Context: an optimization exercise on an open-source flow, tuned for small area. The choices shown serve that exercise and are no tape-out recipe.
Function was checked by simulation only, so behaviour that the tests miss may differ from the original.
Power is estimated from default activity; no workload was simulated.

==> inputs of branch cedar <==
// BobTop
module BobTop (
	clock,
	reset,
	rx,
	runway_override,
	emergency_override,
	tx,
	framing_error,
	runway_active,
	emergency,
	receiving,
	sending
);
clock: 40.0 ns
lec_check: 0
cap_margin: 20
core_margin: 2
core_utilization: 45
cts_buf_list: sky130_fd_sc_hd__clkbuf_8
cts_cluster_diameter: 60
cts_cluster_size: 16
slew_margin: 20
run.sh (not shown) runs the stock make flow with config.mk's settings and CLKGATE_MAP_FILE= SYNTH_SCRIPT=/design/flow/synth_recipe.tcl, a recipe that flattens the netlist after the stock synthesis.
==> branch yarrow (differences from branch cedar) <==
--- a/flow/design.v
+++ b/flow/design.v
@@ -107,35 +107,38 @@
 	wire st_decode = state == S_DECODE;
 	wire st_queue = state == S_QUEUE;
 	wire st_sched = state == S_SCHED;
 	wire st_clr_t = state == S_CLR_T;
 	wire st_clr_l = state == S_CLR_L;
 	wire st_div_l = state == S_DIV_L;
 	wire st_q2 = state == S_Q2;
-	reg [31:0] rq;
+	reg [27:0] rq;
 	reg [2:0] qc;
 	reg qpend;
 	wire q_empty = qc == 3'd0;
 	wire q_full = qc[2];
 	wire q_pop = st_idle & ~q_empty;
 	wire q_push = rdone & (~q_full | q_pop);
 	always @(posedge clock)
 		if (reset)
 			qc <= 3'd0;
 		else
 			qc <= qc + {2'b00, q_push} - {2'b00, q_pop};
 	always @(posedge clock)
-		qpend <= q_push;
-	always @(posedge clock)
-		if (qpend)
-			rq <= {rq[23:0], rdata};
-	wire [1:0] q_rd = qc[1:0] - {1'b0, qpend};
-	wire [7:0] req = rq[q_rd * 8+:8];
-	wire [3:0] req_id = req[7:4];
-	wire [2:0] req_type = req[3:1];
+		qpend <= rdone & q_full & q_pop;
+	wire [2:0] r_type = rdata[3:1];
+	wire r_other = r_type[2] | (r_type[1] & r_type[0]);
+	wire [6:0] r_ent = {rdata[7:4], r_other ? 2'b11 : r_type[1:0], r_other ? &r_type : rdata[0]};
+	always @(posedge clock)
+		if ((rdone & ~q_full) | qpend)
+			rq <= {rq[20:0], r_ent};
+	wire [1:0] q_rd = qc[1:0] | {2{qpend}};
+	wire [6:0] req = rq[q_rd * 7+:7];
+	wire [3:0] req_id = req[6:3];
+	wire [1:0] req_cls = req[2:1];
 	wire req_act = req[0];
 	reg [31:0] tq;
 	reg [3:0] tc;
 	reg [31:0] lq;
 	reg [3:0] lc;
 	wire t_ne = tc != 4'd0;
 	wire l_ne = lc != 4'd0;
@@ -166,18 +169,18 @@
 	assign emergency = emerg | eo_sync;
 	reg tfirst;
 	reg [27:0] pq;
 	reg [2:0] pc;
 	wire p_full = pc[2];
 	wire p_ne = pc != 3'd0;
 	reg [6:0] rts;
-	wire is_req = req_type == 3'b000;
-	wire is_decl = req_type == 3'b001;
-	wire is_emer = req_type == 3'b010;
-	wire is_idp = req_type == 3'b111;
+	wire is_req = req_cls == 2'b00;
+	wire is_decl = req_cls == 2'b01;
+	wire is_emer = req_cls == 2'b10;
+	wire is_idp = req_act;
 	wire ra_free = runway_active != 2'b11;
 	reg [2:0] nstate;
 	reg pop_t;
 	reg pop_l;
 	reg push_t;
 	reg push_l;
 	reg toggle;
@@ -376,17 +379,15 @@
 			emerg <= 1'b1;
 		else if (unset_em)
 			emerg <= 1'b0;
 	always @(posedge clock)
 		if (set_em)
 			emerg_id <= req_id;
 	always @(posedge clock)
-		if (reset)
-			rts <= 7'd0;
-		else if (set_rts)
+		if (set_rts)
 			rts <= new_rts;
 	localparam [3:0] T_IDLE = 4'd0;
 	localparam [3:0] T_LOAD = 4'd1;
 	localparam [3:0] T_START = 4'd2;
 	localparam [3:0] T_D0 = 4'd3;
 	localparam [3:0] T_D7 = 4'd10;
 	localparam [3:0] T_STOP = 4'd11;
==> flow/flow/run.sh (new file) <==
#!/bin/bash
# Own flow: the standard synthesis, then an area-oriented re-mapping of its
# combinational logic (registers kept as they are), then the standard layout.
# Each tool's output goes to a log file of its own in this folder.
set -euo pipefail
W=$(pwd)
R=$W/orfs/results/${FLOW_PLATFORM}/BobTop/base
L=$W/orfs/logs/${FLOW_PLATFORM}/BobTop/base
LIB=$FLOW_HOME/platforms/${FLOW_PLATFORM}/lib/sky130_fd_sc_hd__tt_025C_1v80.lib
YOSYS=$FLOW_HOME/../tools/install/yosys/bin/yosys
[[ -x $YOSYS ]] || YOSYS=yosys

bash standard.sh synth > $W/flow_synth.log 2>&1

# re-map the combinational logic for area
cp $R/1_2_yosys.v $W/synth_standard.v
DU=$(grep -m1 "abc -script" $L/1_2_yosys.log | grep -o -- "-dont_use [^ ]*" | tr '\n' ' ')
# three rounds of three re-mapping runs with different deepsyn seeds; each
# round starts from the smallest result so far
IN=$W/synth_standard.v
for r in 1; do
  for k in 1 2 3; do
    sed "s|-S 7|-S $((k + 3 * r))|" flow/area.abc > $W/area_${r}_$k.abc
    sed "s|@LIB@|$LIB|g; s|@DU@|$DU|g; s|@IN@|$IN|g; s|@OUT@|$W/synth_resyn_${r}_$k.v|g; s|@ABC@|$W/area_${r}_$k.abc|g" \
      flow/resyn.ys > $W/resyn_${r}_$k.ys
    $YOSYS -s $W/resyn_${r}_$k.ys > $W/flow_resyn_${r}_$k.log 2>&1 &
  done
  wait
  for k in 1 2 3; do
    a=$(grep "Chip area for module" $W/flow_resyn_${r}_$k.log | tail -1 | awk '{print $NF}')
    if [[ -n "$a" && -s $W/synth_resyn_${r}_$k.v ]] && grep -q "Found and reported 0 problems" $W/flow_resyn_${r}_$k.log; then
      if [[ -z "${best_area:-}" ]] || awk -v a="$a" -v b="$best_area" 'BEGIN{exit !(a<b)}'; then IN=$W/synth_resyn_${r}_$k.v; best_area=$a; fi
    fi
  done
  echo "round $r: best $IN with area ${best_area:-none}" >> $W/flow_resyn_choice.log
done
[[ $IN != $W/synth_standard.v ]]
cp $IN $W/synth_resyn.v
cp $W/synth_resyn.v $R/1_2_yosys.v

# clock tree of small buffers without dummy loads; port buffers of the
# smallest buffer
CTS="-sink_clustering_enable -repair_clock_nets -dont_use_dummy_load"
CTS="$CTS -sink_clustering_size 18 -sink_clustering_max_diameter 55"
CTS="$CTS -buf_list sky130_fd_sc_hd__clkbuf_8"
bash standard.sh "CTS_ARGS=$CTS" "BUFFER_PORTS_ARGS=-buffer_cell sky130_fd_sc_hd__buf_1" finish > $W/flow_finish.log 2>&1
==> flow/flow/area.abc (new file) <==
strash
dc2
&get -n
&deepsyn -T 30 -S 7
&dch -f
&nf -a -R 2000 -E 1000
&put
==> flow/flow/resyn.ys (new file) <==
read_liberty -ignore_miss_func @LIB@
blackbox sky130_fd_sc_hd__*df* sky130_fd_sc_hd__*dl* sky130_fd_sc_hd__conb*
read_verilog @IN@
hierarchy -top BobTop
stat -liberty @LIB@
flatten
opt -purge
abc -liberty @LIB@ @DU@ -script @ABC@
read_liberty -lib -overwrite @LIB@
hierarchy -top BobTop
opt_clean -purge
hilomap -singleton -hicell sky130_fd_sc_hd__conb_1 HI -locell sky130_fd_sc_hd__conb_1 LO
insbuf -buf sky130_fd_sc_hd__buf_4 A X
splitnets
opt_clean -purge
check -assert
stat -liberty @LIB@
write_verilog -noattr -noexpr -nohex -nodec @OUT@
==> flow/standard.sh (new file) <==
#!/bin/bash
# synth_recipe.tcl (not shown) runs the flow's synth.tcl, then flattens the netlist and writes it again
# the make line also repeats each setting of config.mk as NAME=value (left out here)
make -C /OpenROAD-flow-scripts/flow DESIGN_CONFIG=/design/flow/config.mk WORK_HOME=/design/flow/orfs CLKGATE_MAP_FILE= SYNTH_SCRIPT=/design/flow/synth_recipe.tcl "${@:-finish}"
==> flow/config.mk (replaced) <==
export PLATFORM = sky130hd
export DESIGN_NAME = BobTop
export DESIGN_NICKNAME = BobTop
export VERILOG_FILES = /design/flow/design.v
export SDC_FILE = /design/flow/constraint.sdc
export NUM_CORES = 4
export LEC_CHECK = 0
export CAP_MARGIN = 20
export CORE_MARGIN = 2
export CORE_UTILIZATION = 65
export SLEW_MARGIN = 20
removed: flow/run.sh
==> branch delta (differences from branch cedar) <==
==> flow/flow/run.sh (new file) <==
#!/bin/bash
# Own flow: the standard synthesis, then an area-oriented re-mapping of its
# combinational logic (registers kept as they are), then the standard layout.
# Each tool's output goes to a log file of its own in this folder.
set -euo pipefail
W=$(pwd)
R=$W/orfs/results/${FLOW_PLATFORM}/BobTop/base
L=$W/orfs/logs/${FLOW_PLATFORM}/BobTop/base
LIB=$FLOW_HOME/platforms/${FLOW_PLATFORM}/lib/sky130_fd_sc_hd__tt_025C_1v80.lib
YOSYS=$FLOW_HOME/../tools/install/yosys/bin/yosys
[[ -x $YOSYS ]] || YOSYS=yosys

bash standard.sh synth > $W/flow_synth.log 2>&1

# re-map the combinational logic for area
cp $R/1_2_yosys.v $W/synth_standard.v
DU=$(grep -m1 "abc -script" $L/1_2_yosys.log | grep -o -- "-dont_use [^ ]*" | tr '\n' ' ')
sed "s|@LIB@|$LIB|g; s|@DU@|$DU|g; s|@IN@|$W/synth_standard.v|g; s|@OUT@|$W/synth_resyn.v|g; s|@ABC@|$W/flow/area.abc|g" \
  flow/resyn.ys > $W/resyn.ys
$YOSYS -s $W/resyn.ys > $W/flow_resyn.log 2>&1
cp $W/synth_resyn.v $R/1_2_yosys.v

# clock tree of small buffers without dummy loads; port buffers of the
# smallest buffer
CTS="-sink_clustering_enable -repair_clock_nets -dont_use_dummy_load"
CTS="$CTS -sink_clustering_size 10 -sink_clustering_max_diameter 50"
CTS="$CTS -buf_list sky130_fd_sc_hd__clkbuf_4"
bash standard.sh "CTS_ARGS=$CTS" "BUFFER_PORTS_ARGS=-buffer_cell sky130_fd_sc_hd__buf_1" finish > $W/flow_finish.log 2>&1
==> flow/flow/area.abc (new file) <==
strash
dc2
&get -n
&deepsyn -T 60 -S 7
&dch -f
&nf -a -R 2000 -E 1000
&put
==> flow/flow/resyn.ys (new file) <==
read_liberty -ignore_miss_func @LIB@
blackbox sky130_fd_sc_hd__*df* sky130_fd_sc_hd__*dl* sky130_fd_sc_hd__conb*
read_verilog @IN@
hierarchy -top BobTop
stat -liberty @LIB@
flatten
opt -purge
abc -liberty @LIB@ @DU@ -script @ABC@
read_liberty -lib -overwrite @LIB@
hierarchy -top BobTop
opt_clean -purge
hilomap -singleton -hicell sky130_fd_sc_hd__conb_1 HI -locell sky130_fd_sc_hd__conb_1 LO
insbuf -buf sky130_fd_sc_hd__buf_4 A X
splitnets
opt_clean -purge
check -assert
stat -liberty @LIB@
write_verilog -noattr -noexpr -nohex -nodec @OUT@
==> flow/standard.sh (new file) <==
#!/bin/bash
# synth_recipe.tcl (not shown) runs the flow's synth.tcl, then flattens the netlist and writes it again
# the make line also repeats each setting of config.mk as NAME=value (left out here)
make -C /OpenROAD-flow-scripts/flow DESIGN_CONFIG=/design/flow/config.mk WORK_HOME=/design/flow/orfs CLKGATE_MAP_FILE= SYNTH_SCRIPT=/design/flow/synth_recipe.tcl "${@:-finish}"
==> flow/config.mk (replaced) <==
export PLATFORM = sky130hd
export DESIGN_NAME = BobTop
export DESIGN_NICKNAME = BobTop
export VERILOG_FILES = /design/flow/design.v
export SDC_FILE = /design/flow/constraint.sdc
export NUM_CORES = 4
export LEC_CHECK = 0
export CAP_MARGIN = 20
export CORE_MARGIN = 2
export CORE_UTILIZATION = 45
export CTS_BUF_LIST = sky130_fd_sc_hd__clkbuf_4
export CTS_CLUSTER_DIAMETER = 50
export CTS_CLUSTER_SIZE = 10
export SLEW_MARGIN = 20
removed: flow/run.sh
==> branch amber (differences from branch cedar) <==
==> flow/config.mk (replaced) <==
export PLATFORM = sky130hd
export DESIGN_NAME = BobTop
export DESIGN_NICKNAME = BobTop
export VERILOG_FILES = /design/flow/design.v
export SDC_FILE = /design/flow/constraint.sdc
export NUM_CORES = 4
export LEC_CHECK = 0
export CAP_MARGIN = 20
export CORE_MARGIN = 2
export CORE_UTILIZATION = 45
export SLEW_MARGIN = 20
==> impl_metrics.json <==
{
  "status": "no timing/DRC/antenna violations",
  "power_frac_comb_pct": 27.3,
  "start_util_pct": 45.6,
  "rows": 55,
  "grtUsageMet3_pct": 2.42,
  "worst-path-stages": 6,
  "grt_pass1_wl_mm": 34.6,
  "nClkBuffers": 36,
  "synth_compound_area_share_pct": 10.6,
  "drt-met1-wl_mm": 9.41,
  "fin_util_pct": 50.7,
  "drt-wirelength-per-cell_um": 19.2,
  "fin_nets": 831,
  "swShare_pct": 31.6,
  "grt_util_met1_pct": 23.9
}
The numbers above come from branch amber.

==> impl_metrics.json <==
{
  "status": "no timing/DRC/antenna violations",
  "drt-met1-wl_mm": 8.69,
  "power_frac_comb_pct": 15.9,
  "grt_util_met1_pct": 24.2,
  "grt_pass1_wl_mm": 31.1,
  "swShare_pct": 28.9,
  "drt-wirelength-per-cell_um": 17.8,
  "rows": 51,
  "worst-path-stages": 3,
  "fin_nets": 802,
  "taps": 265,
  "fin_util_pct": 49.3
}
The numbers above come from branch delta.

==> impl_metrics.json <==
{
  "synth_top_family_by_area": "simple AND/OR/NAND/NOR gates",
  "io_pins": 13,
  "nClkBuffers": 21,
  "swShare_pct": 34.3,
  "power_frac_comb_pct": 31.1,
  "synth_compound_area_share_pct": 10.6,
  "start_util_pct": 45.6,
  "grt_pass1_wl_mm": 34.2,
  "fin_util_pct": 49.0,
  "fin_nets": 828,
  "nonClkBufAreaFrac_pct": 1.49,
  "grt_util_met1_pct": 23.4,
  "rows": 55,
  "status": "no timing/DRC/antenna violations",
  "worst-path-stages": 6
}
The numbers above come from branch cedar.

==> impl_metrics.json <==
{
  "swShare_pct": 32.4,
  "power-top-group": "registers",
  "status": "no timing/DRC/antenna violations",
  "met2_length_mm": 8.61,
  "grt_util_met1_pct": 35.7,
  "fin_nets": 785,
  "grt_pass1_wl_mm": 29.6,
  "fin_area_um2": 9550,
  "drt-wirelength-per-cell_um": 19.0,
  "rows": 42,
  "start_util_pct": 67.3,
  "worst-path-stages": 3,
  "grtUsageMet3_pct": 3.23,
  "nClkBuffers": 17,
  "fin_util_pct": 71.6
}
The numbers above come from branch yarrow.

## separate check: timing with driven ports
No port has a modelled driver above. Below, the same layouts with a new extraction and two added sets of constraints. Step 1, drivers: a clkbuf_16 drives clock and a buf_2 each remaining input, both assumed. Step 2, shift: input delay + t, output delay - t, t = (earliest + latest rising clock arrival at the registers) / 2. This alone moves slack from input paths to output paths. a / b / c = ideal / step 1 / step 2; a / b = the first two.
run	shift t [ns]	setup slack, ns	worst setup path after step 2	latest minus earliest clock arrival (ns)	worst register clock-pin slew, ns
branch cedar	0.579	22.488 / 22.468 / 22.468	input to output	0.024 / 0.024	0.11 / 0.11
branch yarrow	0.522	23.511 / 23.492 / 23.492	input to output	0.039 / 0.039	0.11 / 0.11
branch delta	0.679	23.468 / 23.449 / 23.449	input to output	0.030 / 0.030	0.11 / 0.11
branch amber	0.560	22.486 / 22.467 / 22.467	input to output	0.017 / 0.017	0.06 / 0.06
After both steps every run listed still meets setup and hold. The setup slack of branch cedar, which loses most, moves by -0.020 ns with the drivers and by -0.020 ns with both steps.
